From an optimization exercise on the open Yosys and OpenROAD flow, aimed at small area and a short achievable clock period; shortcuts taken in it are not production practice. In this exercise RTL edits were held to simulation tests only and were not proved equivalent to the original.

// Correlation_32
module Correlation_32(
    input [31:0] Num_1,
    input [31:0] Num_2,
    input [31:0] Num_3,
    input [31:0] Num_4,
    input [31:0] Num_5,
    input [31:0] Num_6,
    input [31:0] Num_7,
    input [31:0] Num_8,
    input [31:0] Num_9,
    input [31:0] Num_10,
    input [31:0] Num_11,
    input [31:0] Num_12,
    input [31:0] Num_13,
    input [31:0] Num_14,
    input [31:0] Num_15,
    input [31:0] Num_16,
    input [31:0] Target_Num,
    input Clock,
    input Reset,
    output reg [3:0] Out_4
    );
Size in the first run: roughly 1,500 cells after synthesis, ~550 I/O pins.
==> flow/config.mk <==
export PLATFORM = sky130hd
export DESIGN_NAME = Correlation_32
export DESIGN_NICKNAME = Correlation_32
export VERILOG_FILES = /design/flow/design.v
export SDC_FILE = /design/flow/constraint.sdc
export NUM_CORES = 4
export LEC_CHECK = 0
export CAP_MARGIN = 20
export CORE_MARGIN = 2
export CORE_UTILIZATION = 60
export CTS_BUF_LIST = sky130_fd_sc_hd__clkbuf_2
export SLEW_MARGIN = 20
export SYNTH_HIERARCHICAL = 1
export SYNTH_MINIMUM_KEEP_SIZE = 0
==> flow/constraint.sdc <==
create_clock -name core_clock -period 50.0 [get_ports {Clock}]
set_input_delay 10.0000 -clock core_clock [delete_from_list [all_inputs] [get_ports {Clock}]]
set_output_delay 10.0000 -clock core_clock [all_outputs]
set_load 0.01 [all_outputs]
standard.sh (not shown) runs the stock make flow with config.mk's settings and CLKGATE_MAP_FILE= SYNTH_SCRIPT=/design/flow/synth_recipe.tcl, a recipe that flattens the netlist after the stock synthesis.
==> flow/flow/run.sh <==
#!/bin/bash
# Standard ORFS layout (the standard.sh), with the port buffers made from the
# smallest buffer cell, and timing repair aiming for 32.5 ns of setup slack.
set -euo pipefail
export BUFFER_PORTS_ARGS="-buffer_cell sky130_fd_sc_hd__buf_1"
export SETUP_SLACK_MARGIN=32.5
bash standard.sh > standard.log 2>&1
Then changed:
--- a/flow/flow/run.sh
+++ b/flow/flow/run.sh
@@ -6,2 +6,3 @@
 export SETUP_SLACK_MARGIN=32.5
+export RECOVER_POWER=100
 bash standard.sh > standard.log 2>&1
--- a/flow/config.mk
+++ b/flow/config.mk
@@ -10,3 +10,2 @@
 export CORE_UTILIZATION = 60
-export CTS_BUF_LIST = sky130_fd_sc_hd__clkbuf_2
 export SLEW_MARGIN = 20
Outcome: Now the flow completed and failed the layout checks on capacitance limit, slew limit; worst setup slack loses 1.0 ns; count of clock-buffer cells in the layout stays the same; die area stays the same; wire length is about the same; synthesized cell count is unchanged; non-clock buffer count stays the same; global-route usage is about the same.
Then changed:
--- a/flow/flow/run.sh
+++ b/flow/flow/run.sh
@@ -6,3 +6,2 @@
 export SETUP_SLACK_MARGIN=32.5
-export RECOVER_POWER=100
 bash standard.sh > standard.log 2>&1
--- a/flow/config.mk
+++ b/flow/config.mk
@@ -10,2 +10,4 @@
 export CORE_UTILIZATION = 60
+export CTS_BUF_LIST = sky130_fd_sc_hd__clkbuf_2
+export PLACE_DENSITY = 0.85
 export SLEW_MARGIN = 20
The new run went through all stages and came out clean.
Sequential share of layout area hardly moves.
Utilization stays flat.
Global-route usage grows by 1.8 points.
Via count grows by about 3.5%.
First-iteration DRC count grows by 7.6%.
Cell area stays flat.
Die area stays the same.
Count of clock-buffer cells in the layout does not change.
Then changed:
==> flow/flow/run.sh (replaced) <==
#!/bin/bash
# Standard ORFS layout (the standard.sh), with the port buffers made from the
# smallest buffer cell, every combinational cell of the synthesized netlist set to its
# smallest drive strength, and timing repair aiming for 32.5 ns of setup slack.
set -euo pipefail
export BUFFER_PORTS_ARGS="-buffer_cell sky130_fd_sc_hd__buf_1"
export SETUP_SLACK_MARGIN=32.5
export POST_SYNTH_TCL="$PWD/flow/downsize.tcl"
bash standard.sh > standard.log 2>&1
==> flow/flow/downsize.tcl (new file) <==
# After synthesis: give every combinational cell the smallest drive strength of its
# kind (same function, smaller area); timing repair later sizes up what it needs.
set db [ord::get_db]
set n 0
foreach inst [[ord::get_db_block] getInsts] {
  set m [$inst getMaster]
  set name [$m getName]
  if {![regexp {^(sky130_fd_sc_hd__[a-z0-9]+)_([0-9]+)$} $name -> base size]} { continue }
  if {[regexp {df|dl|fa$|ha$|conb|tap|clkbuf|clkinv|clkdly|dly} $base]} { continue }
  set best ""
  set best_area 1e30
  foreach s {0 1 2} {
    set cand [$db findMaster ${base}_$s]
    if {$cand eq "NULL" || $cand eq ""} { continue }
    set a [expr {[$cand getWidth] * [$cand getHeight]}]
    if {$a < $best_area} { set best $cand; set best_area $a }
  }
  if {$best ne "" && [$best getName] ne $name && $best_area < [$m getWidth] * [$m getHeight]} {
    $inst swapMaster $best
    incr n
  }
}
puts "downsize.tcl: $n cells given a smaller drive strength"
--- a/flow/config.mk
+++ b/flow/config.mk
@@ -10,4 +10,2 @@
 export CORE_UTILIZATION = 60
-export CTS_BUF_LIST = sky130_fd_sc_hd__clkbuf_2
-export PLACE_DENSITY = 0.85
 export SLEW_MARGIN = 20
Result:
- flip-flop and latch count stays the same
- via count fell by 1.3%
- synthesized cell count stays the same
- global-route usage rose by 0.34 points
- utilization rose by 4.9 points
- clock-buffer cell count is unchanged
Then changed:
==> flow/flow/run.sh (replaced) <==
#!/bin/bash
# Standard ORFS layout (the standard.sh), with the port buffers made from the
# smallest buffer cell, and timing repair aiming for 32.5 ns of setup slack.
set -euo pipefail
export BUFFER_PORTS_ARGS="-buffer_cell sky130_fd_sc_hd__buf_1"
export SETUP_SLACK_MARGIN=32.5
bash standard.sh > standard.log 2>&1
--- a/flow/config.mk
+++ b/flow/config.mk
@@ -8,4 +8,6 @@
 export CAP_MARGIN = 20
+export CORE_ASPECT_RATIO = 0.3
 export CORE_MARGIN = 2
-export CORE_UTILIZATION = 60
+export CORE_UTILIZATION = 75
+export CTS_BUF_LIST = sky130_fd_sc_hd__clkbuf_2
 export SLEW_MARGIN = 20
removed: flow/flow/downsize.tcl
Effect: Cell area fell by 3.9%; die area came out lower by 17%; worst setup slack is worse by 0.12 ns; critical path depth goes up by 1; maximum frequency decreases by 0.67%; final cell count fell by 3.1%; area after synthesis goes up by 1.9%.

re-timing with driven ports:
The results above use ideal ports. As a check the final layouts listed here were re-extracted and re-timed, cells and wires unchanged.
Step 1, drivers: a clkbuf_16 drives Clock and a buf_2 each remaining input, both assumed.
Step 2 also shifts input and output timing later by t, the mid clock arrival at the registers, as if the neighbouring blocks saw the same clock.
a / b / c = no drivers / after step 1 / after step 2; a / b = the first two.
| run | shift t [ns] | setup slack, ns | latest minus earliest clock arrival (ns) |
|---|---|---|---|
| the first run | 0.241 | 32.665 / 32.666 / 32.425 | 0.005 / 0.004 |
| the second run | 0.263 | 31.650 / 31.641 / 31.378 | 0.003 / 0.004 |
| the third run | 0.228 | 32.622 / 32.600 / 32.372 | 0.004 / 0.004 |
| the fourth run | 0.250 | 32.622 / 32.585 / 32.335 | 0.002 / 0.002 |
| the fifth run | 0.230 | 32.505 / 32.471 / 32.240 | 0.011 / 0.011 |
The setup slack of the fourth run, which loses most, moves by -0.037 ns with the drivers and by -0.287 ns with both steps.
